This design comes from an exercise in tuning for small area on the open sky130 flow, not from production work. At most, simulation tests tie the RTL to the original design; equivalence was not proved. Only the layout flow was run in runs 5 and 6; the RTL was not checked for function there. The flow treats the clock pin as an ideal source, which a real chip does not have. Power is estimated from default activity; no workload was simulated.

## flow/design.v

```verilog
`timescale 1ns / 100ps
module top(
     input wire clk, reset,
     input wire start, si,
     output reg [3:0] an,
     output reg [7:0] sseg
    );
localparam [2:0] IDLE = 3'd0, WAIT = 3'd1, CNT = 3'd2, FIN = 3'd3,
                 DIV = 3'd4, FMT = 3'd5;
reg [2:0] state;
reg [17:0] scan;           
reg si_d;
reg [5:0] t;               
reg z;                     
reg pend;                  
reg c;                     
reg s;                     
reg d;                     
reg [15:0] p;              
reg [15:0] r;              
reg [15:0] dsp;            
reg [1:0] dotp;            
wire [3:0] ph = scan[3:0];
wire ph0 = (ph == 4'd0);
wire ph15 = (ph == 4'd15);
wire edg = si & ~si_d;
wire div = (state == DIV);
wire first = (t == 6'd0);
wire tick = (state == CNT) & ~edg & (t == 6'd49);
wire le1 = z | (p[15:1] == 15'd0);
wire le10 = (p[15:4] == 12'd0) & (p[3:0] <= 4'd10);
wire le100 = (p[15:7] == 9'd0) & (p[6:0] <= 7'd100);
wire pz = z | (p == 16'd0);
wire [19:0] dvnd = le1 ? 20'd1000 : le10 ? 20'd10000 : le100 ? 20'd100000 : 20'd1000000;
wire [19:0] zq = 20'd1048;   
wire [4:0] bi = 5'd19 - t[4:0];
wire sub = div & ~s;
wire rb = r[0] & ~(div & first);
wire pb = p[0] & ~z;
wire a = div & (ph0 ? dvnd[bi] : d);
wire bx = pb ^ sub;
wire cin = ph0 ? (div ? sub : pend) : c;
wire sum = a ^ bx ^ cin;
wire cout = (a & bx) | (a & cin) | (bx & cin);
wire sgn = rb ^ sub ^ cout;    
wire q = pz ? zq[bi] : ~sgn;
function [3:0] adj(input [3:0] x);
  adj = (x >= 4'd5) ? x + 4'd3 : x;
endfunction
wire [15:0] dd = {dsp[15:12], adj(dsp[11:8]), adj(dsp[7:4]), adj(dsp[3:0])};
wire shift = div & ph15;
wire m6 = ~le1 & ~le100;
wire d3z = (dsp[15:12] == 4'd0);
wire d2z = (dsp[11:8] == 4'd0);
always @(posedge clk)
  if (reset)
    begin
      state <= IDLE;
      scan <= 0;
      si_d <= 0;
      t <= 0;
      pend <= 0;
    end
  else
    begin
      scan <= scan + 1'b1;
      si_d <= si;
      pend <= tick | (pend & ~ph0);
      case (state)
        IDLE: if (start) state <= WAIT;
        WAIT: if (edg) state <= CNT;
        CNT: if (edg) state <= FIN;
        FIN: if (ph15 & ~pend) state <= DIV;
        DIV: if (ph15 & (t == 6'd19)) state <= FMT;
        FMT: state <= IDLE;
        default: state <= IDLE;
      endcase
      if (state == CNT)
        t <= (edg | (t == 6'd49)) ? 6'd0 : t + 1'b1;
      else if (div)
        t <= t + ph15;
      else
        t <= 0;
    end
always @(posedge clk)
  begin
    if (state == IDLE || state == WAIT)
      z <= 1'b1;
    else if (tick)
      z <= 1'b0;
    c <= cout;
    d <= rb;
    if (div & ph15)
      s <= sgn;
    else if (!div)
      s <= 1'b0;
    p <= {(state == CNT || state == FIN) ? (sum & ~z) : p[0], p[15:1]};
    r <= {sum, r[15:1]};
  end
always @(posedge clk)
  if (reset || state == FIN)
    begin
      dsp <= 0;
      dotp <= 0;
    end
  else
    begin
      if (shift)
        dsp <= {dd[14:0], div & q};
      if (state == FMT)
        dotp <= {m6 & d3z, m6 & (~d3z | d2z)};
    end
wire [1:0] sel = scan[17:16];
wire [1:0] sh = {dotp[1] & dotp[0], dotp[1] & ~dotp[0]};
wire [1:0] idx = sel - sh;
wire blank = (sel < sh);
reg [3:0] h;
always @*
  begin
    case (sel)
      2'd0: an = 4'b1110;
      2'd1: an = 4'b1101;
      2'd2: an = 4'b1011;
      default: an = 4'b0111;
    endcase
    case (idx)
      2'd0: h = dsp[3:0];
      2'd1: h = dsp[7:4];
      2'd2: h = dsp[11:8];
      default: h = dsp[15:12];
    endcase
    if (blank)
      h = 4'd0;
  end
wire A = h[3], B = h[2], C = h[1], D = h[0];
always @*
  begin
    sseg[6] = A | C | ~(B ^ D);
    sseg[5] = ~B | ~(C ^ D);
    sseg[4] = ~C | D | B;
    sseg[3] = A | (~B & ~D) | (~B & C) | (C & ~D) | (B & ~C & D);
    sseg[2] = ~D & (~B | C);
    sseg[1] = A | (~C & ~D) | (B & ~(C & D));
    sseg[0] = A | (B ^ C) | (C & ~D);
    sseg[7] = (dotp != 2'd0) & (sel == sh);
  end
endmodule
```

## flow/run.sh

```bash
#!/bin/bash
# synth_recipe.tcl (not shown) runs the flow's synth.tcl, then flattens the netlist and writes it again
# the make line also repeats each setting of config.mk as NAME=value (left out here)
make -C /OpenROAD-flow-scripts/flow DESIGN_CONFIG=/design/flow/config.mk WORK_HOME=/design/flow/orfs CLKGATE_MAP_FILE= SYNTH_SCRIPT=/design/flow/synth_recipe.tcl finish
```

## flow/config.mk

```make
export PLATFORM = sky130hd
export DESIGN_NAME = top
export DESIGN_NICKNAME = top
export VERILOG_FILES = /design/flow/design.v
export SDC_FILE = /design/flow/constraint.sdc
export NUM_CORES = 4
export LEC_CHECK = 0
export CAP_MARGIN = 20
export CORE_MARGIN = 2
export CORE_UTILIZATION = 40
export SLEW_MARGIN = 20
```

## flow/constraint.sdc

```tcl
create_clock -name core_clock -period 10.0 [get_ports {clk}]
set_input_delay 2.0000 -clock core_clock [delete_from_list [all_inputs] [get_ports {clk}]]
set_output_delay 2.0000 -clock core_clock [all_outputs]
set_load 0.01 [all_outputs]
```

==> summary.txt, run 1 <==
CTS Buf Count: 9
complex-gate fraction of the synthesized area: 14.1%
WL per Instance: 13.2 um
worst hold start: r[5]
period utilisation layout: 53.9%
static leakage: 1.59 nW
status: timing/DRC/antenna clean
CP Data Required Time: 8000 ps
drt drc: 0
Critical Path End Type: output port
fin. max-slew vios: 0
Post-synth EDFFs: 1
starting density of the core: 41.2%
unique cell type count in the Yosys netlist: 58
FP Rows: 35
Synth-to-Final Area Change: 13.2%
VDD IR max: 0.0000979 V
fin crit period: 5390 ps
gr busiest metal: met2
Vias: 2,929
Core Area: 9240 um^2
synthesized instance count: 420
critical path fanouts, max: 4
largest family of logic cells by synthesized area: simple AND/OR/NAND/NOR gates
syn nets: 449
die span in y: 102 um
drt initial violations: 147
largest net degree at the start of global routing: 31
Post-CTS Resized: 0
Skew-Pair Late Insertion Delay: 340 ps
# IOs: 16
vias per inst: 5.17
Synth Cell Area: 3810 um^2
Crit path arrival time: 3390 ps
clock-pin slew on the worst setup and hold paths: 80 ps
GR Util met1: 20.6%
met3 usage: 4.97%
r2r startpoint: t[2]
hold_buf cts: 0
Finish-stage setup viols: 0
M2 GR Usage: 25.1%
Yosys warnings: 1
Placer Congestion: 0.920
RSZ-0062 raised after global routing: no
global-route wire length before repair: 13.1 mm
start point of the critical path: dotp[1]
DP Cell Count: 551
clk buf depth: 2
max-cap viol count: 0
Max Freq: 186 MHz
startpoint class of the critical path: register
Post-Synth Adder-Cell Area: 8.61%
fraction of synthesized cell area in xor and xnor cells: 5.75%
Pre-antenna DRT Iters: 4
Pwr per Cell Area: 152 nW/um^2
drt total wl: 7.47 mm
clock root buffer: clkbuf_8
share of layout cells above drive strength 1: 7.76%
Die ar.: 10,300 um^2
share of synthesized registers carrying an async set or reset: 0%
Most used DFF post-synth: dfxtp_1
setup bufs post-CTS: 0
Post-Layout Cell Count: 567
H-tree depth: 3
worst setup path class: reg -> out
final hold violations: 0
clk sinks: 83
GRT Util Overall: 15.8%
grt total ovfl: 0
die width: 102 um
Port Buffer Count: 15
CTS tree: yes
Yosys reg bits: 83
vias in the first global route: 2,870
dpl hpwl: 5.35 mm
post-synthesis mux area share: 2.63%
TNS Setup: 0 ps
final antenna-violating net count: 0
clock skew: 7.38 ps
diode count: 0
sequential area share after synthesis: 43.9%
initial antenna violation count: 0
Synth Area in Simple Gates: 21.4%
Worst slew margin: 52.6%
actual slew at the worst max-slew pin: 711 ps
# nets final: 462
worst hold-check path type: reg -> reg
Mapped Avg Cell Area: 9.07 um^2
state kept, by name, summed over array words and instances, names as in the netlist:
register	count
t	6
state	3
p	16
dotp	2
r	16
dsp	16
s	1
c	1
scan	18
pend	1
d	1
si_d	1
z	1
final cells by class:
type,count,area (um^2)
well taps,129,161
clock inverters,6,114
fillers,921,4930
multi-input cells,301,2000
clock buffers,10,128
flip-flops and latches,83,1670
repair buffers,16,158
inverters,22,82.6
cells by family after synthesis:
logic type,Yosys count
AOI/OAI and AO/OA,83
adders and majority gates,25
buffers and inverters,36
xor gates and xnor gates,25
and+or+nand+nor,163
muxes,5
DFF,83
placed cells by master (no fill, tap or decap), types with 4 or more instances in the layout:
master	n
ha_1	23
nand4_1	6
nand2_1	50
nor3_1	9
dfxtp_1	82
xnor2_1	10
clkbuf_8	9
nor2_1	40
clkdlybuf4s50_1	15
a22oi_1	5
a211oi_1	5
nand3_1	19
mux4_2	4
nand2b_1	7
o21ai_0	19
nor2b_1	7
inv_1	21
xor2_1	15
a21oi_1	32
per-stage QoR:
step	hold slack (ps)	utilization (%)	power [mW]	setup slack (ps)	area (um^2)
5_1_grt	331	46.7	0.685	4360	4310
2_1_floorplan	310	-	0.374	5560	3810
3_3_place_gp	312	44.0	0.380	5040	4070
3_5_place_dp	315	44.0	0.380	4980	4070
6_report	326	46.7	0.657	4610	4310
4_1_cts	330	46.7	0.668	4590	4310
where the power goes:
group          leakage, nW  switching, mW  total (mW)  internal, mW
Combinational        0.794         0.0105      0.0177       0.00718
Clock                0.113          0.118       0.285         0.166
Sequential           0.679         0.0121       0.355         0.343
Total                 1.59          0.141       0.657         0.516
critical path, stage by stage, from the launching register on:
cell and delay [ps]:
dfxtp_1 360, nor2b_1 150, ha_1 140, inv_1 40, fa_1 630, mux4_2 520
and2_1 210, inv_1 120, ha_1 180, a21oi_1 60, nand3_1 90, clkdlybuf4s50_1 530
synth_stat cells, types with 6 or more instances:
cell type | n | share of area (%)
nor2b_1 | 7 | 1.1
nand2_1 | 50 | 4.9
nand4_1 | 6 | 0.99
ha_1 | 23 | 7.6
nor2_1 | 40 | 3.9
clkbuf_1 | 7 | 0.69
o21ai_0 | 19 | 2.5
nand3_1 | 19 | 2.5
xor2_1 | 15 | 3.4
nor3_1 | 9 | 1.2
dfxtp_1 | 82 | 43
xnor2_1 | 10 | 2.3
nand2b_1 | 7 | 1.1
inv_1 | 21 | 2.1
a21oi_1 | 32 | 4.2
final timing paths:
check / endpoint / cells after the start / slack, ps
min reg2reg: r[4] / 0 / 330
min: r[4] / 0 / 330
max reg2reg: dsp[0] / 11 / 6620
max: sseg[3] / 11 / 4610
metal layers:
metal / share of wire (%) / routed length [um] / vias to the layer above
met1: 49 / 3670 / 1384
met2: 45 / 3400 / 53
met5: 0 / 0 / -
met3: 3.5 / 265 / 10
li1: - / - / 1482
met4: 1.8 / 138 / 0
==> run 2: changes to the inputs <==
==> flow/flow/run.sh (new file) <==
#!/bin/bash
# Own flow: the standard synthesis, then the combinational logic is mapped
# again by ABC for area (flip-flops kept as they are), then the standard layout.
set -euo pipefail
W=$(pwd)
R=$W/orfs/results/$FLOW_PLATFORM/top/base
bash standard.sh synth > $W/flow_synth.log 2>&1
cp $R/1_2_yosys.v $W/std_synth.v
export REMAP_LIB=$FLOW_HOME/platforms/$FLOW_PLATFORM/lib/sky130_fd_sc_hd__tt_025C_1v80.lib
export REMAP_IN=$W/std_synth.v
export REMAP_OUT=$W/remap.v
export REMAP_ABC=$W/flow/area.abc
export REMAP_DONTUSE="$(grep -o 'sky130_fd_sc_hd__[a-z0-9_]*' $FLOW_HOME/platforms/$FLOW_PLATFORM/config.mk | sort -u | tr '\n' ' ')"
yosys -c $W/flow/remap.tcl > $W/flow_remap.log 2>&1
cp $W/remap.v $R/1_2_yosys.v
bash standard.sh \
  "BUFFER_PORTS_ARGS=-buffer_cell sky130_fd_sc_hd__buf_1" \
  "CTS_ARGS=-sink_clustering_enable -repair_clock_nets -dont_use_dummy_load" \
  finish > $W/flow_finish.log 2>&1
==> flow/flow/area.abc (new file) <==
strash
&get -n
&deepsyn -T 30 -S 1
&put
dch -f
amap
topo
==> flow/flow/remap.tcl (new file) <==
# Map the combinational cells of the standard synthesis again, for area.
yosys read_liberty -ignore_miss_func $::env(REMAP_LIB)
yosys read_verilog $::env(REMAP_IN)
yosys hierarchy -top top
set seq {}
foreach m [split [exec grep -o {sky130_fd_sc_hd__[a-z0-9_]*} $::env(REMAP_IN)] "\n"] {
  if {[regexp {__(s?df|s?edf|dl|sdl)} $m]} { lappend seq $m }
}
set seq [lsort -unique $seq]
foreach m $seq { yosys setattr -mod -set keep_hierarchy 1 $m }
yosys flatten
yosys delete t:\$scopeinfo
yosys opt_clean
set du {}
foreach c $::env(REMAP_DONTUSE) { lappend du -dont_use $c }
yosys abc -liberty $::env(REMAP_LIB) {*}$du -script $::env(REMAP_ABC)
yosys opt_clean -purge
yosys hilomap -singleton -hicell sky130_fd_sc_hd__conb_1 HI -locell sky130_fd_sc_hd__conb_1 LO
yosys setundef -zero
yosys splitnets
yosys opt_clean -purge
yosys rename -enumerate -pattern remap_% w:*:* w:*/*
yosys stat -liberty $::env(REMAP_LIB)
foreach m $seq { yosys blackbox $m }
yosys hierarchy -top top
yosys write_verilog -noattr -noexpr -nohex -nodec $::env(REMAP_OUT)
==> flow/standard.sh (new file) <==
#!/bin/bash
# synth_recipe.tcl (not shown) runs the flow's synth.tcl, then flattens the netlist and writes it again
# the make line also repeats each setting of config.mk as NAME=value (left out here)
make -C /OpenROAD-flow-scripts/flow DESIGN_CONFIG=/design/flow/config.mk WORK_HOME=/design/flow/orfs CLKGATE_MAP_FILE= SYNTH_SCRIPT=/design/flow/synth_recipe.tcl "${@:-finish}"
removed: flow/run.sh
==> summary.txt, run 2 <==
status: timing/DRC/antenna clean
period utilisation layout: 55.3% (+1.4 points)
syn nets: 380 (-15%)
CP Cell Sequence: clkinv_1, o21ai_0, clkinv_1, nor2_1, nand2_1, o221ai_1, clkinv_1, nor2_1, a21oi_1, nand2_1, o211ai_1, or3_1, or2_0, buf_1
drt drc: 0 (unchanged)
initial antenna violation count: 0 (unchanged)
dpl hpwl: 4.52 mm (-15%)
Post-CTS Resized: 0 (unchanged)
critical path fanouts, max: 7 (+3)
H-tree depth: 3 (unchanged)
GRT Util Overall: 15.5% (-0.31 points)
TNS Setup: 0 ps (unchanged)
Core Area: 7650 um^2 (-17%)
Clk pwr share: 34.0% (-9.3 points)
WL per Instance: 12.0 um (-8.9%)
Placed Area: 3330 um^2 (-18%)
reg-to-reg endpoint: dsp[0]
Worst slew margin: 38.1% (-15 points)
Most common cell on crit path: clkinv_1
commonest non-fill, non-tap cells in the layout: dfxtp_1, nor2_1, clkinv_1, nand2_1
CTS Buf Count: 9 (unchanged)
pre-CTS WS: 4860 ps (-116 ps)
hold path depth: 0 (unchanged)
clock-pin slew on the worst setup and hold paths: 80 ps (about the same)
Synth-to-Final Area Change: 10.1%
Seq. cell area: 1670 um^2 (unchanged)
max-cap viol count: 0 (unchanged)
static leakage: 1.20 nW (-24%)
Skew-Pair Late Insertion Delay: 350 ps (about the same)
Design Power: 526 uW (-20%)
NetSw: 109 uW (-23%)
Pwr per Cell Area: 153 nW/um^2 (about the same)
Finish-stage setup viols: 0 (unchanged)
Pre-antenna DRT Iters: 4 (unchanged)
Reg2Reg Setup Slack: 5810 ps (-810 ps)
Sw Share: 20.7% (-0.77 points)
CTS tree: yes
setup bufs post-CTS: 0 (unchanged)
Largest register FFs: 18 (unchanged)
clock skew: 21.2 ps (+13.8 ps)
actual slew at the worst max-slew pin: 929 ps (+218 ps)
slowest CP cell: o21ai_0
# IOs: 16 (unchanged)
clock root buffer: clkbuf_8
die span in y: 92.6 um (-8.9%)
area taken by multi-input logic gates: 1270 um^2 (-36%)
hold_buf cts: 0 (unchanged)
WHS Endpoint: r[5]
Largest Register: scan
Fillers: 779 (-15%)
VDD IR max: 0.0000637 V (-35%)
Crit path arrival time: 3530 ps (+140 ps)
Int Power: 418 uW (-19%)
Vias: 2,600 (-11%)
worst hold start: r[6]
grt total ovfl: 0 (unchanged)
Mapped Avg Cell Area: 8.34 um^2 (-8.0%)
Max Freq: 181 MHz (-2.6%)
Port Buffer Count: 15 (unchanged)
fin crit period: 5530 ps (+143 ps)
die width: 92.6 um (-8.9%)
worst hold-check path type: reg -> reg
Critical Path End Type: output port
vias in the first global route: 2,467 (-14%)
final hold violations: 0 (unchanged)
diode count: 0 (unchanged)
# nets final: 407 (-12%)
worst setup path class: reg -> out
vias per inst: 5.17 (about the same)
global-route wire length before repair: 10.6 mm (-19%)
commonest non-fill, non-tap cell in the layout: dfxtp_1
Crit path largest cell delay: 610 ps (-20 ps)
clk sinks: 83 (unchanged)
DP Cell Count: 494 (-10%)
post-route cell area: 3450 um^2 (-20%)
Yosys warnings: 1 (unchanged)
part of the power in registers: 63.7% (+9.7 points)
drt initial violations: 143 (-2.7%)
synthesized instance count: 376 (-10%)
cell depth of the worst flop-to-flop path: 16 (+5)
drt total wl: 6.04 mm (-19%)
share of layout cells above drive strength 1: 2.49% (-5.3 points)
Placer Congestion: 0.864 (-6.1%)
r2r startpoint: p[8]
Final WS setup: 4470 ps (-143 ps)
RSZ-0062 raised after global routing: no
Synth Cell Area: 3140 um^2 (-18%)
FP Rows: 32 (-8.6%)
startpoint class of the critical path: register
CP Data Required Time: 8000 ps (about the same)
logic gate share of total power: 2.3% (-0.4 points)
fin. max-slew vios: 0 (unchanged)
final antenna-violating net count: 0 (unchanged)
Die ar.: 8570 um^2 (-17%)
starting density of the core: 41.0% (-0.20 points)
Post-Layout Cell Count: 503 (-11%)
clk buf depth: 2 (unchanged)
largest net degree at the start of global routing: 27 (-13%)
-- run 2: how the worst max path moves through the flow --
stage / start / to
floorplan: scan[16] / sseg[6]
global placement: scan[16] / sseg[6]
detailed placement: scan[16] / sseg[6]
CTS: scan[16] / sseg[6]
global route: scan[16] / sseg[6]
finish: scan[16] / sseg[6]
-- run 2: layer usage --
metal	global-route usage (%)	vias to the layer above	wire length [um]
met5	0	-	0
met4	7.71	0	147
met3	4.39	11	253
met2	24.8	44	2710
met1	19.1	1175	2930
li1	-	1370	-
-- run 2: worst max-delay path: cells and delay by family, from the launching register on --
kind,cells,cell delay [ps]
flip-flops,1,370
AO/OA/AOI/OAI,4,940
AND/OR/NAND/NOR,6,1190
buffers and inverters,4,690
-- run 2: cell type report --
class / instances / area share [%]
Timing Repair Buffer: 16 / 1.85
Sequential cell: 83 / 48.4
Clock buffer: 9 / 3.59
Inverter: 51 / 5.55
Multi-Input combinational cell: 242 / 36.9
Tap cell: 102 / 3.70
-- run 2: power by group through the flow --
| stage | clock (mW) | combinational, mW | sequential [mW] |
|---|---|---|---|
| 2_1_floorplan | 0 | 0.00799 | 0.342 |
| 3_3_place_gp | 0 | 0.0122 | 0.343 |
| 3_5_place_dp | 0 | 0.0124 | 0.343 |
| 4_1_cts | 0.187 | 0.0125 | 0.335 |
| 5_1_grt | 0.199 | 0.0142 | 0.336 |
| 6_report | 0.179 | 0.0124 | 0.335 |
-- run 2: per-stage QoR --
step           utilization [%]  hold WS [ps]
2_1_floorplan                -           310
3_3_place_gp              43.5           311
3_5_place_dp              43.5           315
4_1_cts                   45.1           330
5_1_grt                   45.1           334
6_report                  45.1           328
==> run 3: changes to the inputs <==
--- a/flow/flow/run.sh
+++ b/flow/flow/run.sh
@@ -15,5 +15,5 @@
 cp $W/remap.v $R/1_2_yosys.v
 bash standard.sh \
   "BUFFER_PORTS_ARGS=-buffer_cell sky130_fd_sc_hd__buf_1" \
-  "CTS_ARGS=-sink_clustering_enable -repair_clock_nets -dont_use_dummy_load" \
+  "CTS_ARGS=$(cat $W/flow/cts_args.txt)" \
   finish > $W/flow_finish.log 2>&1
==> flow/flow/cts_args.txt (new file) <==
-sink_clustering_enable -repair_clock_nets -dont_use_dummy_load
==> summary.txt, run 3 <==
Post-CTS Resized: 0 (unchanged)
startpoint class of the critical path: register
final hold violations: 0 (unchanged)
area taken by multi-input logic gates: 1310 um^2 (+2.6%)
die width: 92.6 um (about the same)
logic gate share of total power: 2.6% (+0.3 points)
Max Freq: 195 MHz (+7.9%)
WL per Instance: 12.2 um (+1.6%)
Placer Congestion: 0.911 (+5.5%)
commonest non-fill, non-tap cell in the layout: dfxtp_1
final antenna-violating net count: 0 (unchanged)
critical path fanouts, max: 7 (unchanged)
Clk pwr share: 33.0% (-1.0 points)
Reg2Reg Setup Slack: 6060 ps (+250 ps)
drt drc: 0 (unchanged)
reg-to-reg endpoint: dsp[0]
vias per inst: 5.22 (+0.96%)
clock skew: 15.1 ps (-6.09 ps)
worst setup path class: reg -> out
setup bufs post-CTS: 0 (unchanged)
Port Buffer Count: 15 (unchanged)
Placed Area: 3330 um^2 (+0.19%)
commonest non-fill, non-tap cells in the layout: dfxtp_1, nor2_1, clkinv_1, nand2_1, a21oi_1
# IOs: 16 (unchanged)
Sw Share: 21.2% (+0.56 points)
part of the power in registers: 64.4% (+0.7 points)
starting density of the core: 40.9% (-0.13 points)
drt initial violations: 115 (-20%)
GR Util met1: 20.4% (+1.3 points)
Largest register FFs: 18 (unchanged)
Vias: 2,625 (+0.96%)
clock-pin slew on the worst setup and hold paths: 70 ps (about the same)
cell depth of the worst flop-to-flop path: 14 (-2)
CP Data Required Time: 8000 ps (about the same)
Core Area: 7690 um^2 (+0.52%)
global-route wire length before repair: 10.7 mm (+0.85%)
Die ar.: 8580 um^2 (+0.18%)
dpl hpwl: 4.51 mm (-0.25%)
GRT Util Overall: 15.8% (+0.30 points)
gr busiest metal: met2
Fillers: 812 (+4.2%)
Synth-to-Final Area Change: 10.0% (about the same)
static leakage: 1.18 nW (-1.6%)
clk sinks: 83 (unchanged)
Finish-stage setup viols: 0 (unchanged)
period utilisation layout: 51.3% (-4.0 points)
worst hold-check path type: reg -> reg
Seq. cell area: 1670 um^2 (unchanged)
status: timing/DRC/antenna clean
NetSw: 115 uW (+6.0%)
# nets final: 407 (unchanged)
max-cap viol count: 0 (unchanged)
r2r startpoint: p[8]
VDD IR max: 0.000109 V (+71%)
CTS tree: yes
TNS Setup: 0 ps (unchanged)
clock root buffer: clkbuf_8
crit path to: sseg[6]
share of layout cells above drive strength 1: 2.49% (unchanged)
Worst slew margin: 50.4% (+12 points)
post-route cell area: 3460 um^2 (+0.18%)
Mapped Avg Cell Area: 8.36 um^2 (+0.20%)
fin crit period: 5130 ps (-404 ps)
Int Power: 428 uW (+2.5%)
hold_buf cts: 0 (unchanged)
vias in the first global route: 2,384 (-3.4%)
Crit path arrival time: 3130 ps (-400 ps)
H-tree depth: 3 (unchanged)
actual slew at the worst max-slew pin: 743 ps (-186 ps)
largest net degree at the start of global routing: 27 (unchanged)
met3 usage: 4.96% (+0.57 points)
Skew-Pair Late Insertion Delay: 350 ps (about the same)
start point of the critical path: scan[17]
clk buf depth: 2 (unchanged)
Synth Cell Area: 3140 um^2 (+0.20%)
syn nets: 380 (unchanged)
fin. max-slew vios: 0 (unchanged)
initial antenna violation count: 0 (unchanged)
Pwr per Cell Area: 157 nW/um^2 (+3.0%)
diode count: 0 (unchanged)
drt total wl: 6.14 mm (+1.6%)
Critical Path End Type: output port
M2 GR Usage: 24.3% (-0.49 points)
CTS Buf Count: 9 (unchanged)
synthesized instance count: 376 (unchanged)
FP Rows: 32 (unchanged)
grt total ovfl: 0 (unchanged)
Largest Register: scan
Yosys warnings: 1 (unchanged)
Pre-antenna DRT Iters: 4 (unchanged)
RSZ-0062 raised after global routing: no
die span in y: 92.6 um (about the same)
run 3: power by group through the flow:
stage / registers [mW] / logic, mW / clock network (mW)
detailed placement: 0.357 / 0.0143 / 0
global placement: 0.357 / 0.0143 / 0
global route: 0.351 / 0.0163 / 0.203
floorplan: 0.355 / 0.00956 / 0
CTS: 0.350 / 0.0143 / 0.188
finish: 0.350 / 0.0141 / 0.179
run 3: per-layer routing:
layer	part of all wire (%)	wire, um	vias up
met5	0	0	-
met4	2.2	132	0
met3	4.5	278	13
met2	43	2660	44
met1	50	3060	1188
li1	-	-	1380
run 3: layout make-up:
| class | instances | area share, % |
|---|---|---|
| Clock buffer | 9 | 3.58 |
| Inverter | 44 | 4.78 |
| Multi-Input combinational cell | 249 | 37.8 |
| Sequential cell | 83 | 48.3 |
| Tap cell | 102 | 3.69 |
| Timing Repair Buffer | 16 | 1.85 |
run 3: how the worst min path moves through the flow:
stage          start  cells past startpoint   end
3_3_place_gp    r[2]                      0  r[1]
3_5_place_dp    r[7]                      0  r[6]
4_1_cts         r[2]                      0  r[1]
5_1_grt         r[2]                      0  r[1]
6_report        r[2]                      0  r[1]
2_1_floorplan   r[1]                      0  r[0]
run 3: worst max-delay path: stages (launching register included):
cell and delay [ps]:
dfxtp_1 330, clkinv_1 100, nand2_1 90, a31oi_1 360, a21oi_1 150, a221oi_1 690
nor2_1 130, a211o_1 310, o211ai_1 110, a21oi_1 80, o21ai_0 140, or2_0 140
buf_1 150
run 3: stage by stage:
step / hold slack, ps / util (%) / setup WS [ps] / cells / total power, mW
final: 326 / 45.0 / 4870 / 503 / 0.543
after detailed placement: 313 / 43.4 / 5240 / 494 / 0.372
after floorplan: 310 / - / 5490 / 376 / 0.365
after global placement: 311 / 43.4 / 5410 / 494 / 0.372
after global routing: 336 / 45.0 / 4450 / 503 / 0.571
after CTS: 329 / 45.0 / 4840 / 503 / 0.552
==> run 4: changes to the inputs <==
==> flow/flow/cts_args.txt (replaced) <==
-sink_clustering_enable -repair_clock_nets -dont_use_dummy_load -sink_clustering_size 20 -sink_clustering_max_diameter 60 -buf_list sky130_fd_sc_hd__clkbuf_4
==> summary.txt, run 4 <==
clk sinks: 83 (unchanged)
VDD IR max: 0.0000926 V (-15%)
Pwr per Cell Area: 147 nW/um^2 (-6.5%)
Yosys warnings: 1 (unchanged)
Reg2Reg Setup Slack: 6030 ps (-30 ps)
Synth-to-Final Area Change: 8.24%
Design Power: 500 uW (-8.0%)
Worst slew margin: 50.2% (-0.21 points)
Post-Layout Cell Count: 503 (unchanged)
commonest non-fill, non-tap cell in the layout: dfxtp_1
GRT Util Overall: 15.4% (-0.35 points)
clock-pin slew on the worst setup and hold paths: 120 ps (+50 ps)
Synth Cell Area: 3140 um^2 (unchanged)
startpoint class of the critical path: register
Die ar.: 8580 um^2 (unchanged)
grt total ovfl: 0 (unchanged)
RSZ-0062 raised after global routing: no
clock skew: 29.2 ps (+14.0 ps)
syn nets: 380 (unchanged)
CTS Buf Count: 9 (unchanged)
hold path depth: 0 (unchanged)
WHS Endpoint: r[2]
Post-CTS Resized: 0 (unchanged)
Max Freq: 192 MHz (-1.7%)
Placer Congestion: 0.911 (unchanged)
die span in y: 92.6 um (unchanged)
hold_ws: 334 ps (+8.25 ps)
Placed Area: 3330 um^2 (unchanged)
global-route wire length before repair: 10.6 mm (-0.65%)
reg-to-reg endpoint: dsp[0]
final hold violations: 0 (unchanged)
drt initial violations: 107 (-7.0%)
Core Area: 7690 um^2 (unchanged)
Largest register FFs: 18 (unchanged)
drt total wl: 6.14 mm (about the same)
static leakage: 1.16 nW (-2.0%)
WL per Instance: 12.2 um (about the same)
post-route cell area: 3400 um^2 (-1.6%)
r2r startpoint: p[8]
FP Rows: 32 (unchanged)
H-tree depth: 3 (unchanged)
Port Buffer Count: 15 (unchanged)
die width: 92.6 um (unchanged)
Critical Path End Type: output port
clk buf depth: 2 (unchanged)
hold_buf cts: 0 (unchanged)
largest net degree at the start of global routing: 27 (unchanged)
worst setup path class: reg -> out
fin crit period: 5220 ps (+90.9 ps)
diode count: 0 (unchanged)
fin. max-slew vios: 0 (unchanged)
final antenna-violating net count: 0 (unchanged)
setup bufs post-CTS: 0 (unchanged)
vias in the first global route: 2,368 (-0.67%)
# nets final: 407 (unchanged)
worst hold-check path type: reg -> reg
critical path fanouts, max: 7 (unchanged)
dpl hpwl: 4.51 mm (unchanged)
cell depth of the worst flop-to-flop path: 14 (unchanged)
Skew-Pair Late Insertion Delay: 420 ps (+70 ps)
initial antenna violation count: 0 (unchanged)
Crit path arrival time: 3220 ps (+90 ps)
period utilisation layout: 52.2% (+0.91 points)
# IOs: 16 (unchanged)
synthesized instance count: 376 (unchanged)
worst hold start: r[3]
status: timing/DRC/antenna clean
max-cap viol count: 0 (unchanged)
Mapped Avg Cell Area: 8.36 um^2 (unchanged)
commonest non-fill, non-tap cells in the layout: dfxtp_1, nor2_1, clkinv_1, nand2_1, a21oi_1
vias per inst: 5.19 (-0.46%)
CP Data Required Time: 8000 ps (about the same)
DP Cell Count: 494 (unchanged)
TNS Setup: 0 ps (unchanged)
starting density of the core: 40.9% (unchanged)
Final WS setup: 4780 ps (-90.9 ps)
Vias: 2,613 (-0.46%)
Finish-stage setup viols: 0 (unchanged)
CTS tree: yes
Pre-antenna DRT Iters: 4 (unchanged)
pre-CTS WS: 5240 ps (unchanged)
Largest Register: scan
actual slew at the worst max-slew pin: 746 ps (+3.10 ps)
clock root buffer: clkbuf_4
share of layout cells above drive strength 1: 2.49% (unchanged)
Util after Layout: 44.3% (-0.73 points)
drt drc: 0 (unchanged)
-- run 4: report_power, final --
part / internal (mW) / leakage, nW / switching, mW
clock: 0.0419 / 0.0414 / 0.0938
combinational: 0.00478 / 0.439 / 0.00945
sequential: 0.343 / 0.679 / 0.00693
-- run 4: layout make-up --
type / count / area, um^2
inverters: 44 / 165
multi-input cells: 249 / 1310
repair buffers: 16 / 63.8
fillers: 815 / 4290
well taps: 102 / 128
flip-flops and latches: 83 / 1670
clock buffers: 9 / 67.6
-- run 4: per-layer routing --
| layer | up-vias | track usage, % | share of wire [%] |
|---|---|---|---|
| li1 | 1376 | - | - |
| met4 | 0 | 5.02 | 1.7 |
| met5 | - | 0 | 0 |
| met3 | 11 | 5.37 | 5.2 |
| met2 | 48 | 24.0 | 42 |
| met1 | 1178 | 20.2 | 51 |
-- run 4: worst max-delay path by stage --
stage	from	cells past startpoint	to
detailed placement	dotp[0]	13	sseg[6]
global placement	scan[16]	11	sseg[6]
CTS	scan[16]	11	sseg[6]
finish	scan[17]	12	sseg[6]
floorplan	dotp[0]	12	sseg[6]
global route	scan[16]	11	sseg[6]
-- run 4: critical path, stage by stage (launching register included) --
cell      delay (ps)
dfxtp_1          350
clkinv_1         100
nand2_1           90
a31oi_1          360
a21oi_1          150
a221oi_1         690
nor2_1           130
a211o_1          310
o211ai_1         110
a21oi_1           80
o21ai_0          140
or2_0            140
buf_1            150
==> run 5: changes to the inputs <==
--- a/flow/design.v
+++ b/flow/design.v
@@ -5,8 +5,8 @@
      output reg [3:0] an,
      output reg [7:0] sseg
     );
-localparam [2:0] IDLE = 3'd0, WAIT = 3'd1, CNT = 3'd2, FIN = 3'd3,
-                 DIV = 3'd4, FMT = 3'd5;
+localparam [2:0] IDLE = 3'b000, WAIT = 3'b001, CNT = 3'b011, FIN = 3'b010,
+                 DIV = 3'b110, FMT = 3'b100;
 reg [2:0] state;
 reg [17:0] scan;           
 reg si_d;
@@ -25,15 +25,16 @@
 wire ph15 = (ph == 4'd15);
 wire edg = si & ~si_d;
 wire div = (state == DIV);
-wire first = (t == 6'd0);
-wire tick = (state == CNT) & ~edg & (t == 6'd49);
+wire [4:0] pass = scan[8:4];
+wire first = (pass == 5'd0);
+wire tick = (state == CNT) & ~edg & (t == 6'd26);
 wire le1 = z | (p[15:1] == 15'd0);
 wire le10 = (p[15:4] == 12'd0) & (p[3:0] <= 4'd10);
 wire le100 = (p[15:7] == 9'd0) & (p[6:0] <= 7'd100);
 wire pz = z | (p == 16'd0);
 wire [19:0] dvnd = le1 ? 20'd1000 : le10 ? 20'd10000 : le100 ? 20'd100000 : 20'd1000000;
 wire [19:0] zq = 20'd1048;   
-wire [4:0] bi = 5'd19 - t[4:0];
+wire [4:0] bi = 5'd19 - pass;
 wire sub = div & ~s;
 wire rb = r[0] & ~(div & first);
 wire pb = p[0] & ~z;
@@ -57,31 +58,29 @@
     begin
       state <= IDLE;
       scan <= 0;
-      si_d <= 0;
-      t <= 0;
-      pend <= 0;
     end
   else
     begin
       scan <= scan + 1'b1;
-      si_d <= si;
-      pend <= tick | (pend & ~ph0);
       case (state)
         IDLE: if (start) state <= WAIT;
         WAIT: if (edg) state <= CNT;
         CNT: if (edg) state <= FIN;
-        FIN: if (ph15 & ~pend) state <= DIV;
-        DIV: if (ph15 & (t == 6'd19)) state <= FMT;
+        FIN: if (ph15 & (pass == 5'd31) & ~pend) state <= DIV;
+        DIV: if (ph15 & (pass == 5'd19)) state <= FMT;
         FMT: state <= IDLE;
         default: state <= IDLE;
       endcase
-      if (state == CNT)
-        t <= (edg | (t == 6'd49)) ? 6'd0 : t + 1'b1;
-      else if (div)
-        t <= t + ph15;
-      else
-        t <= 0;
     end
+always @(posedge clk)
+  begin
+    si_d <= si;
+    pend <= tick | (pend & ~ph0);
+    if (state == CNT && !edg && t != 6'd26)
+      t <= {t[4:0], t[5] ^ t[4]};
+    else
+      t <= 6'd1;
+  end
 always @(posedge clk)
   begin
     if (state == IDLE || state == WAIT)
==> flow/flow/run.sh (replaced) <==
#!/bin/bash
# Own flow: the standard synthesis, then the combinational logic is mapped
# again by ABC for area (flip-flops kept as they are, same names and cells),
# then the standard layout with small port buffers and a lighter clock tree.
set -euo pipefail
W=$(pwd)
R=$W/orfs/results/$FLOW_PLATFORM/top/base
bash standard.sh synth > $W/flow_synth.log 2>&1
cp $R/1_2_yosys.v $W/std_synth.v
export REMAP_LIB=$FLOW_HOME/platforms/$FLOW_PLATFORM/lib/sky130_fd_sc_hd__tt_025C_1v80.lib
export REMAP_IN=$W/std_synth.v
export REMAP_DONTUSE="$(grep -o 'sky130_fd_sc_hd__[a-z0-9_]*' $FLOW_HOME/platforms/$FLOW_PLATFORM/config.mk | sort -u | tr '\n' ' ')"
# several ABC seeds in parallel; keep the smallest result
for s in 1 2 3 4; do
  sed "s/@SEED@/$s/" $W/flow/area.abc.in > $W/area_$s.abc
  REMAP_ABC=$W/area_$s.abc REMAP_OUT=$W/remap_$s.v \
    yosys -c $W/flow/remap.tcl > $W/flow_remap_$s.log 2>&1 &
done
wait
best=""; besta=""
for s in 1 2 3 4; do
  a=$(grep 'Chip area for top module' $W/flow_remap_$s.log | tail -1 | awk '{print $NF}')
  [[ -n "$a" && -s $W/remap_$s.v ]] || continue
  if [[ -z "$best" ]] || awk -v a="$a" -v b="$besta" 'BEGIN{exit !(a<b)}'; then best=$s; besta=$a; fi
done
echo "remap: seed $best, area $besta" > $W/flow_remap_choice.log
cp $W/remap_$best.v $R/1_2_yosys.v
bash standard.sh \
  "BUFFER_PORTS_ARGS=-buffer_cell sky130_fd_sc_hd__buf_1" \
  "CTS_ARGS=$(cat $W/flow/cts_args.txt)" \
  finish > $W/flow_finish.log 2>&1
==> flow/flow/area.abc.in (new file) <==
strash
&get -n
&deepsyn -T 30 -S @SEED@
&put
dch -f
amap
topo
==> flow/flow/cts_args.txt (replaced) <==
-sink_clustering_enable -repair_clock_nets -dont_use_dummy_load -buf_list sky130_fd_sc_hd__clkbuf_4 sky130_fd_sc_hd__clkbuf_8
--- a/flow/flow/remap.tcl
+++ b/flow/flow/remap.tcl
@@ -4,7 +4,7 @@
 yosys hierarchy -top top
 set seq {}
 foreach m [split [exec grep -o {sky130_fd_sc_hd__[a-z0-9_]*} $::env(REMAP_IN)] "\n"] {
-  if {[regexp {__(s?df|s?edf|dl|sdl)} $m]} { lappend seq $m }
+  if {[regexp {__(s?df|s?edf|dlx|dlr|dlclk|sdlclk)} $m]} { lappend seq $m }
 }
 set seq [lsort -unique $seq]
 foreach m $seq { yosys setattr -mod -set keep_hierarchy 1 $m }
removed: flow/flow/area.abc
==> summary.txt, run 5 <==
status: stopped before the end
dpl hpwl: 4.24 mm (-6.0%)
first error: [ERROR STA-0564] clock_tree_synthesis positional arguments not supported.
Mapped Avg Cell Area: 8.47 um^2 (+1.3%)
syn nets: 366 (-3.7%)
FP Rows: 31 (-3.1%)
starting density of the core: 41.8% (+0.95 points)
# IOs: 16 (unchanged)
DP Cell Count: 478 (-3.2%)
Yosys warnings: 1 (unchanged)
Placer Congestion: 0.794 (-13%)
Failed at: clock tree synthesis
synthesized instance count: 362 (-3.7%)
Synth Cell Area: 3070 um^2 (-2.4%)
Port Buffer Count: 15 (unchanged)
die span in y: 91.6 um (-1.2%)
die width: 91.6 um (-1.2%)
[run 5: worst max-delay path by stage]
stage                    to  slack, ps
floorplan           sseg[6]       5300
detailed placement  sseg[6]       4910
global placement    sseg[6]       5120
[run 5: power by group through the flow]
stage,Combinational (mW),Sequential [mW],Clock (mW)
3_3_place_gp,0.00936,0.342,0
3_5_place_dp,0.00956,0.342,0
2_1_floorplan,0.00534,0.342,0
[run 5: metrics by stage]
| step | setup WS, ps | area (um^2) | total power, mW |
|---|---|---|---|
| after detailed placement | 4910 | 3260 | 0.351 |
| after global placement | 5120 | 3260 | 0.351 |
| after floorplan | 5300 | 3070 | 0.347 |
==> run 6: changes to the inputs <==
--- a/flow/flow/run.sh
+++ b/flow/flow/run.sh
@@ -28,4 +28,5 @@
 bash standard.sh \
   "BUFFER_PORTS_ARGS=-buffer_cell sky130_fd_sc_hd__buf_1" \
   "CTS_ARGS=$(cat $W/flow/cts_args.txt)" \
+  "POST_CTS_TCL=$W/flow/post_cts.tcl" \
   finish > $W/flow_finish.log 2>&1
==> flow/flow/cts_args.txt (replaced) <==
-sink_clustering_enable -repair_clock_nets -dont_use_dummy_load -buf_list sky130_fd_sc_hd__clkbuf_4
==> flow/flow/post_cts.tcl (new file) <==
# After clock tree synthesis: a clock buffer that drives many flip-flops is
# upsized so that the slew at their clock pins stays well inside the limit.
set block [ord::get_db_block]
set changed 0
foreach inst [$block getInsts] {
  if {[[$inst getMaster] getName] != "sky130_fd_sc_hd__clkbuf_4"} { continue }
  set out [$inst findITerm X]
  set net [$out getNet]
  if {$net == "NULL"} { continue }
  set fanout [expr {[llength [$net getITerms]] - 1}]
  if {$fanout > 10} {
    replace_cell [$inst getName] sky130_fd_sc_hd__clkbuf_8
    incr changed
    puts "post_cts: [$inst getName] drives $fanout pins, now clkbuf_8"
  }
}
if {$changed > 0} {
  detailed_placement
  check_placement -verbose
  estimate_parasitics -placement
}
==> summary.txt, run 6 <==
die width: 91.6 um (unchanged)
status: timing/DRC/antenna clean
dpl hpwl: 4.24 mm (unchanged)
share of layout cells above drive strength 1: 2.84%
Vias: 2,474
GRT Util Overall: 15.2%
final antenna-violating net count: 0
actual slew at the worst max-slew pin: 811 ps
starting density of the core: 41.8% (unchanged)
max-cap viol count: 0
Largest Register: scan
Seq. cell area: 1670 um^2
synthesized instance count: 362 (unchanged)
Critical Path End Type: output port
FP Rows: 31 (unchanged)
drt total wl: 5.80 mm
grt total ovfl: 0
Pwr per Cell Area: 148 nW/um^2
startpoint class of the critical path: register
vias per inst: 5.08
Largest register FFs: 18
# nets final: 394
vias in the first global route: 2,249
Core Area: 7330 um^2
Die ar.: 8380 um^2
clk sinks: 83
Mapped Avg Cell Area: 8.47 um^2 (unchanged)
Util after Layout: 45.7%
largest net degree at the start of global routing: 22
Skew-Pair Late Insertion Delay: 420 ps
Worst slew margin: 45.4%
RSZ-0062 raised after global routing: no
area taken by multi-input logic gates: 1210 um^2
period utilisation layout: 55.4%
Synth-to-Final Area Change: 9.18%
global-route wire length before repair: 10.1 mm
Fillers: 717
Placer Congestion: 0.794 (unchanged)
critical path fanouts, max: 7
worst setup path class: reg -> out
Crit path arrival time: 3540 ps
Port Buffer Count: 15 (unchanged)
Pre-antenna DRT Iters: 4
CTS tree: yes
commonest non-fill, non-tap cell in the layout: dfxtp_1
commonest non-fill, non-tap cells in the layout: dfxtp_1, nor2_1, clkinv_1, o21ai_0
clock skew: 38.5 ps
die span in y: 91.6 um (unchanged)
fin. max-slew vios: 0
drt drc: 0
# IOs: 16 (unchanged)
fin crit period: 5540 ps
static leakage: 1.14 nW
Finish-stage setup viols: 0
WL per Instance: 11.9 um
initial antenna violation count: 0
worst hold-check path type: reg -> reg
VDD IR max: 0.0000743 V
Max Freq: 180 MHz
TNS Setup: 0 ps
syn nets: 366 (unchanged)
diode count: 0
Synth Cell Area: 3070 um^2 (unchanged)
Yosys warnings: 1 (unchanged)
Design Power: 494 uW
drt initial violations: 140
CP Data Required Time: 8000 ps
clock-pin slew on the worst setup and hold paths: 90 ps
final hold violations: 0
==> run 6: where the power goes <==
part           total [mW]  internal (mW)  switching [mW]
Combinational     0.00953        0.00309         0.00643
Clock               0.150         0.0545          0.0958
Sequential          0.334          0.333         0.00150
Total               0.494          0.390           0.104
==> run 6: worst max-delay path, cell delays in order (launching register included) <==
cell and delay (ps):
dfxtp_1 370, clkinv_1 180, o21ai_0 290, clkinv_1 180, a21oi_1 290, clkinv_1 160, o21ai_0 210, o22ai_1 120
a21oi_1 280, a21oi_1 170, nor2b_1 180, or3_1 370, or2_0 200, buf_1 130
==> run 6: metal layers <==
layer | routed length (um) | vias up | track usage, % | share of wire (%)
met1 | 3020 | 1127 | 20.2 | 52
li1 | - | 1319 | - | -
met3 | 190 | 6 | 5.48 | 3.3
met5 | 0 | - | 0 | 0
met2 | 2520 | 22 | 22.7 | 43
met4 | 72 | 0 | 5.30 | 1.2
==> run 6: final timing paths <==
check,start,to,slack (ps),cells after the start
setup / recovery,scan[16],sseg[6],4460,13
hold / removal,r[13],r[12],320,0
setup reg to reg,p[11],dsp[0],6360,15
hold reg to reg,r[13],r[12],320,0
==> run 6: area by class of cell <==
type                       count  area share (%)
multi-input combinational    229            36.1
tap                           99            3.70
inverter                      50            5.61
sequential                    83            49.9
timing repair buffer          17            2.13
clock buffer                   9            2.58
==> run 6: metrics by stage <==
stage | std cells | setup slack, ps | cell area [um^2] | hold WS, ps
after floorplan | 362 | 5300 | 3070 | 310
final | 487 | 4460 | 3350 | 324
after global placement | 478 | 5120 | 3260 | 312
after global routing | 487 | 4040 | 3350 | 339
after detailed placement | 478 | 4910 | 3260 | 316
==> run 7: changes to the inputs <==
--- a/flow/design.v
+++ b/flow/design.v
@@ -19,7 +19,7 @@
 reg [15:0] p;              
 reg [15:0] r;              
 reg [15:0] dsp;            
-reg [1:0] dotp;            
+reg pt;                    
 wire [3:0] ph = scan[3:0];
 wire ph0 = (ph == 4'd0);
 wire ph15 = (ph == 4'd15);
@@ -100,17 +100,17 @@
   if (reset || state == FIN)
     begin
       dsp <= 0;
-      dotp <= 0;
+      pt <= 0;
     end
   else
     begin
       if (shift)
         dsp <= {dd[14:0], div & q};
       if (state == FMT)
-        dotp <= {m6 & d3z, m6 & (~d3z | d2z)};
+        pt <= m6;
     end
 wire [1:0] sel = scan[17:16];
-wire [1:0] sh = {dotp[1] & dotp[0], dotp[1] & ~dotp[0]};
+wire [1:0] sh = {pt & d3z & d2z, pt & d3z & ~d2z};
 wire [1:0] idx = sel - sh;
 wire blank = (sel < sh);
 reg [3:0] h;
@@ -141,6 +141,6 @@
     sseg[2] = ~D & (~B | C);
     sseg[1] = A | (~C & ~D) | (B & ~(C & D));
     sseg[0] = A | (B ^ C) | (C & ~D);
-    sseg[7] = (dotp != 2'd0) & (sel == sh);
+    sseg[7] = pt & (sel == sh);
   end
 endmodule
==> summary.txt, run 7 <==
grt total ovfl: 0 (unchanged)
diode count: 0 (unchanged)
Die ar.: 8170 um^2 (-2.5%)
actual slew at the worst max-slew pin: 947 ps (+136 ps)
dpl hpwl: 4.14 mm (-2.3%)
Largest register FFs: 18 (unchanged)
fin crit period: 5460 ps (-86.0 ps)
CP Cell Sequence: nor4_1, nor2_1, nor2_1, nor2_1, a21oi_1, clkinv_1, nand2_1, o22ai_1, a31oi_1, o21ai_0, nor2_1, nor2_1, a21oi_1, o21ai_0, or3_1, buf_1
WHS Endpoint: r[6]
CTS tree: yes
fin. max-slew vios: 0 (unchanged)
status: timing/DRC/antenna clean
largest net degree at the start of global routing: 21 (-4.5%)
final antenna-violating net count: 0 (unchanged)
max-cap viol count: 0 (unchanged)
Most common cell on crit path: nor2_1
final hold violations: 0 (unchanged)
share of layout cells above drive strength 1: 2.62% (-0.21 points)
Critical Path End Type: output port
hold path depth: 0 (unchanged)
reg-to-reg endpoint: dsp[0]
Reg2Reg Setup Slack: 6520 ps (+160 ps)
static leakage: 1.11 nW (-2.3%)
clock skew: 19.1 ps (-19.4 ps)
slowest CP cell: dfxtp_1
Synth-to-Final Area Change: 9.18% (about the same)
Yosys warnings: 1 (unchanged)
vias in the first global route: 2,330 (+3.6%)
Core Area: 7250 um^2 (-1.1%)
Vias: 2,421 (-2.1%)
Pwr per Cell Area: 165 nW/um^2 (+12%)
Finish-stage setup viols: 0 (unchanged)
Crit path arrival time: 3460 ps (-80 ps)
initial antenna violation count: 0 (unchanged)
FP Rows: 31 (unchanged)
vias per inst: 5.04 (-0.72%)
Synth Cell Area: 2990 um^2 (-2.7%)
drt total wl: 5.66 mm (-2.4%)
worst hold start: r[7]
Crit path largest cell delay: 370 ps (about the same)
critical path fanouts, max: 6 (-1)
# nets final: 387 (-1.8%)
Mapped Avg Cell Area: 8.39 um^2 (-1.0%)
synthesized instance count: 356 (-1.7%)
starting density of the core: 41.2% (-0.67 points)
clock-pin slew on the worst setup and hold paths: 90 ps (about the same)
WL per Instance: 11.8 um (-0.97%)
# IOs: 16 (unchanged)
Max Freq: 183 MHz (+1.6%)
hold_ws: 327 ps (+2.84 ps)
VDD IR max: 0.000107 V (+44%)
period utilisation layout: 54.6% (-0.86 points)
worst hold-check path type: reg -> reg
Placer Congestion: 0.869 (+9.4%)
drt initial violations: 92 (-34%)
drt drc: 0 (unchanged)
clk sinks: 82 (-1.2%)
syn nets: 360 (-1.6%)
GRT Util Overall: 15.1% (-0.13 points)
Util after Layout: 44.9% (-0.74 points)
die span in y: 90.4 um (-1.3%)
Port Buffer Count: 15 (unchanged)
Pre-antenna DRT Iters: 4 (unchanged)
RSZ-0062 raised after global routing: no
r2r startpoint: p[11]
global-route wire length before repair: 10.0 mm (-0.61%)
worst setup path class: reg -> out
cell depth of the worst flop-to-flop path: 17 (+2)
startpoint class of the critical path: register
Largest Register: scan
commonest non-fill, non-tap cell in the layout: dfxtp_1
commonest non-fill, non-tap cells in the layout: dfxtp_1, nor2_1, clkinv_1, a21oi_1
TNS Setup: 0 ps (unchanged)
CP Data Required Time: 8000 ps (about the same)
Worst slew margin: 36.9% (-8.5 points)
Skew-Pair Late Insertion Delay: 400 ps (-20 ps)
die width: 90.4 um (-1.3%)
run 7: power breakdown:
group / internal [mW] / total, mW / switching, mW
Combinational: 0.00736 / 0.0208 / 0.0135
Clock: 0.0546 / 0.148 / 0.0933
Sequential: 0.356 / 0.368 / 0.0130
Total: 0.417 / 0.537 / 0.120
run 7: worst max-delay path, delay by kind of cell (launching register included):
family,cells,cell delay [ps]
AO/OA/AOI/OAI,6,900
buffers and inverters,2,290
flip-flops,1,370
AND/OR/NAND/NOR,8,1490
run 7: metrics by stage:
step | cell area, um^2 | worst slack, ps | std cells | power [mW]
floorplan | 2990 | 5390 | 356 | 0.386
global placement | 3170 | 5160 | 471 | 0.396
detailed placement | 3170 | 5030 | 471 | 0.397
global route | 3260 | 4040 | 480 | 0.564
finish | 3260 | 4540 | 480 | 0.537
run 7: routing by layer:
layer  GRT usage, %  vias up  routed length, um
li1               -     1283                  -
met1           19.7     1096               2900
met2           23.2       38               2470
met3           5.59        4                241
met4           4.74        0                 46
met5              0        -                  0
run 7: worst max-delay path by stage:
stage | start | to | slack [ps] | cells past startpoint
3_5_place_dp | dsp[8] | sseg[6] | 5030 | 16
3_3_place_gp | dsp[8] | sseg[6] | 5160 | 16
2_1_floorplan | dsp[8] | sseg[6] | 5390 | 15
5_1_grt | dsp[8] | sseg[6] | 4040 | 16
6_report | dsp[8] | sseg[6] | 4540 | 16
run 7: final cells by class:
type | instances | area [um^2]
repair buffers | 16 | 63.8
fillers | 739 | 3990
clock buffers | 9 | 86.3
inverters | 43 | 161
multi-input cells | 231 | 1170
well taps | 99 | 124
flip-flops and latches | 82 | 1650
==> run 8: changes to the inputs <==
--- a/flow/design.v
+++ b/flow/design.v
@@ -9,25 +9,23 @@
                  DIV = 3'b110, FMT = 3'b100;
 reg [2:0] state;
 reg [17:0] scan;           
-reg si_d;
 reg [5:0] t;               
 reg z;                     
-reg pend;                  
 reg c;                     
 reg s;                     
 reg d;                     
 reg [15:0] p;              
-reg [15:0] r;              
+reg [9:0] r;               
 reg [15:0] dsp;            
 reg pt;                    
 wire [3:0] ph = scan[3:0];
 wire ph0 = (ph == 4'd0);
 wire ph15 = (ph == 4'd15);
-wire edg = si & ~si_d;
+wire edg = si & ~d;
 wire div = (state == DIV);
 wire [4:0] pass = scan[8:4];
 wire first = (pass == 5'd0);
-wire tick = (state == CNT) & ~edg & (t == 6'd26);
+wire tick = (state == CNT) & ~edg & (t == 6'd44);
 wire le1 = z | (p[15:1] == 15'd0);
 wire le10 = (p[15:4] == 12'd0) & (p[3:0] <= 4'd10);
 wire le100 = (p[15:7] == 9'd0) & (p[6:0] <= 7'd100);
@@ -40,7 +38,7 @@
 wire pb = p[0] & ~z;
 wire a = div & (ph0 ? dvnd[bi] : d);
 wire bx = pb ^ sub;
-wire cin = ph0 ? (div ? sub : pend) : c;
+wire cin = ph0 ? (div ? sub : s) : c;
 wire sum = a ^ bx ^ cin;
 wire cout = (a & bx) | (a & cin) | (bx & cin);
 wire sgn = rb ^ sub ^ cout;    
@@ -66,7 +64,7 @@
         IDLE: if (start) state <= WAIT;
         WAIT: if (edg) state <= CNT;
         CNT: if (edg) state <= FIN;
-        FIN: if (ph15 & (pass == 5'd31) & ~pend) state <= DIV;
+        FIN: if (ph15 & (pass == 5'd31) & ~s) state <= DIV;
         DIV: if (ph15 & (pass == 5'd19)) state <= FMT;
         FMT: state <= IDLE;
         default: state <= IDLE;
@@ -74,10 +72,10 @@
     end
 always @(posedge clk)
   begin
-    si_d <= si;
-    pend <= tick | (pend & ~ph0);
-    if (state == CNT && !edg && t != 6'd26)
-      t <= {t[4:0], t[5] ^ t[4]};
+    if (state == CNT && !edg && t != 6'd44)
+      t <= {t[0] ^ t[1], t[5:1]};
+    else if (div)
+      t <= {sum, t[5:1]};
     else
       t <= 6'd1;
   end
@@ -88,13 +86,13 @@
     else if (tick)
       z <= 1'b0;
     c <= cout;
-    d <= rb;
-    if (div & ph15)
-      s <= sgn;
-    else if (!div)
-      s <= 1'b0;
+    d <= div ? rb : si;
+    if (div)
+      s <= ph15 ? sgn : s;
+    else
+      s <= tick | (s & ~ph0);
     p <= {(state == CNT || state == FIN) ? (sum & ~z) : p[0], p[15:1]};
-    r <= {sum, r[15:1]};
+    r <= {t[0], r[9:1]};
   end
 always @(posedge clk)
   if (reset || state == FIN)
==> summary.txt, run 8 <==
Max Freq: 201 MHz (+9.9%)
max-cap viol count: 0 (unchanged)
GRT Util Overall: 16.5% (+1.4 points)
Synth Cell Area: 2840 um^2 (-4.8%)
logic gate share of total power: 3.2% (-0.7 points)
Skew-Pair Late Insertion Delay: 410 ps (about the same)
Synth-to-Final Area Change: 9.29%
# IOs: 16 (unchanged)
drt drc: 0 (unchanged)
Yosys warnings: 1 (unchanged)
final antenna-violating net count: 0 (unchanged)
Finish-stage setup viols: 0 (unchanged)
hold_ws: 328 ps (+1.48 ps)
largest net degree at the start of global routing: 20 (-4.8%)
static leakage: 1.04 nW (-6.9%)
RSZ-0062 raised after global routing: no
part of the power in registers: 67.1% (-1.5 points)
final hold violations: 0 (unchanged)
initial antenna violation count: 0 (unchanged)
Pwr per Cell Area: 149 nW/um^2 (-9.8%)
drt total wl: 5.71 mm (+0.72%)
Core Area: 6830 um^2 (-5.8%)
Placer Congestion: 0.844 (-2.9%)
die span in y: 88.3 um (-2.3%)
diode count: 0 (unchanged)
commonest non-fill, non-tap cell in the layout: dfxtp_1
dpl hpwl: 4.21 mm (+1.7%)
actual slew at the worst max-slew pin: 879 ps (-68.0 ps)
status: timing/DRC/antenna clean
fin. max-slew vios: 0 (unchanged)
Fillers: 691 (-6.5%)
clock-pin slew on the worst setup and hold paths: 90 ps (about the same)
Regs by FF count: scan x18, dsp x16, p x16
Crit path largest cell delay: 420 ps (+50 ps)
synthesized instance count: 346 (-2.8%)
drt initial violations: 121 (+32%)
Util after Layout: 45.5% (+0.52 points)
die width: 88.3 um (-2.3%)
syn nets: 350 (-2.8%)
Pre-antenna DRT Iters: 4 (unchanged)
critical path fanouts, max: 5 (-1)
critical path's top delay family: compound AO/OA/AOI/OAI gates
CP Data Required Time: 8000 ps (about the same)
Mapped Avg Cell Area: 8.21 um^2 (-2.1%)
Worst slew margin: 41.4% (+4.5 points)
Critical Path End Type: output port
clk sinks: 74 (-9.8%)
slowest CP cell: or3_1
worst hold-check path type: reg -> reg
Vias: 2,435 (+0.58%)
Largest Register: scan
worst setup path class: reg -> out
period utilisation layout: 49.6% (-4.9 points)
TNS Setup: 0 ps (unchanged)
global-route wire length before repair: 9.87 mm (-1.6%)
Sw Share: 22.1% (-0.14 points)
CTS tree: yes
NetSw: 102 uW (-15%)
share of layout cells above drive strength 1: 2.70% (+0.071 points)
Int Power: 360 uW (-14%)
clock skew: 36.5 ps (+17.4 ps)
FP Rows: 30 (-3.2%)
commonest non-fill, non-tap cells in the layout: dfxtp_1, nor2_1, clkinv_1, a21oi_1
Crit path arrival time: 2960 ps (-500 ps)
vias in the first global route: 2,191 (-6.0%)
fin crit period: 4960 ps (-491 ps)
vias per inst: 5.21 (+3.4%)
Port Buffer Count: 15 (unchanged)
CP bufs+invs: 1 (-1)
startpoint class of the critical path: register
CP Cell Sequence: nor3_1, nand3_1, a31oi_1, a211oi_1, a32oi_1, nor2_1, a21oi_1, o221ai_1, a21boi_0, or3_1, buf_1
Clk pwr share: 29.6% (+2.1 points)
VDD IR max: 0.0000885 V (-17%)
# nets final: 377 (-2.6%)
Die ar.: 7790 um^2 (-4.6%)
WL per Instance: 12.2 um (+3.5%)
starting density of the core: 41.6% (+0.43 points)
grt total ovfl: 0 (unchanged)
Largest register FFs: 18 (unchanged)
## run 8: cell count changes in the layout (fill, tap and decap cells not counted), sizes merged, moves of 3 or more
cell | previous run | this run
nor2b | 7 | 2
o21ai | 20 | 15
o32ai | 2 | 10
o221ai | 1 | 6
a22o | 4 | 0
dfxtp | 81 | 73
a21oi | 27 | 22
clkinv | 43 | 51
nand2 | 20 | 17
## run 8: power by group through the flow
stage	Clock, mW	Sequential [mW]	Combinational, mW
6_report	0.137	0.310	0.0150
5_1_grt	0.158	0.312	0.0168
3_5_place_dp	0	0.317	0.0149
3_3_place_gp	0	0.317	0.0144
2_1_floorplan	0	0.315	0.00990
## run 8: path summary, 6_finish.rpt
path | from | endpoint | depth (start not counted) | slack, ps
worst min-delay path | r[1] | r[0] | 0 | 330
worst max-delay path | dsp[15] | sseg[1] | 11 | 5040
worst max register to register | p[11] | s | 11 | 5940
worst min register to register | r[1] | r[0] | 0 | 330
## run 8: final cells by class
type | count | area, um^2 | area share, %
clock buffer | 9 | 80.1 | 2.58
inverter | 51 | 191 | 6.16
multi-input combinational | 221 | 1160 | 37.3
sequential | 74 | 1490 | 48.0
tap | 96 | 120 | 3.87
timing repair buffer | 16 | 63.8 | 2.05
## run 8: metrics by stage
stage	setup WS (ps)	cells	cell area, um^2	power (mW)
5_1_grt	4680	467	3110	0.487
3_5_place_dp	5500	458	3030	0.332
3_3_place_gp	5630	458	3030	0.331
2_1_floorplan	5840	346	2840	0.325
6_report	5040	467	3110	0.462
## run 8: metal layers
| layer | part of all wire (%) | track usage [%] | up-vias | routed length [um] |
|---|---|---|---|---|
| li1 | - | - | 1278 | - |
| met1 | 51 | 21.7 | 1107 | 2890 |
| met2 | 44 | 25.4 | 39 | 2530 |
| met3 | 3.0 | 3.92 | 11 | 172 |
| met4 | 1.9 | 7.85 | 0 | 110 |
| met5 | 0 | 0 | - | 0 |

==> static timing again, ports no longer ideal <==
The flow's constraints put no driver on any port. The routed layouts listed below were extracted and timed again, unchanged, in two steps.
Step 1 assumes that a clkbuf_16 drives the clock port and a buf_2 every other input.
Step 2 adds t to the input delays and takes it off the output delays; t is the mean of the earliest and latest rising clock arrival at the registers after step 1. Input paths then give back, and output paths get back, about the clock's delay inside the block.
a / b / c = ideal ports / drivers / drivers and shift; a / b = the first two.
| run | t, ns | setup WS [ns] | hold slack, ns | worst slew at a driven data input, ns | pins driven straight from the clock port |
|---|---|---|---|---|---|
| run 1 | 0.372 | 4.613 / 4.581 / 4.953 | 0.326 / 0.326 / 0.326 | 0.05 | 1 |
| run 2 | 0.367 | 4.470 / 4.440 / 4.807 | 0.328 / 0.328 / 0.328 | 0.03 | 1 |
| run 3 | 0.371 | 4.874 / 4.844 / 5.215 | 0.326 / 0.326 / 0.326 | 0.03 | 1 |
| run 4 | 0.431 | 4.783 / 4.757 / 5.188 | 0.334 / 0.334 / 0.334 | 0.03 | 1 |
| run 6 | 0.429 | 4.458 / 4.431 / 4.861 | 0.324 / 0.324 / 0.324 | 0.03 | 1 |
| run 7 | 0.418 | 4.544 / 4.518 / 4.936 | 0.327 / 0.327 / 0.327 | 0.04 | 1 |
| run 8 | 0.416 | 5.035 / 5.009 / 5.426 | 0.328 / 0.328 / 0.328 | 0.03 | 1 |
After both steps every run listed still meets setup and hold.
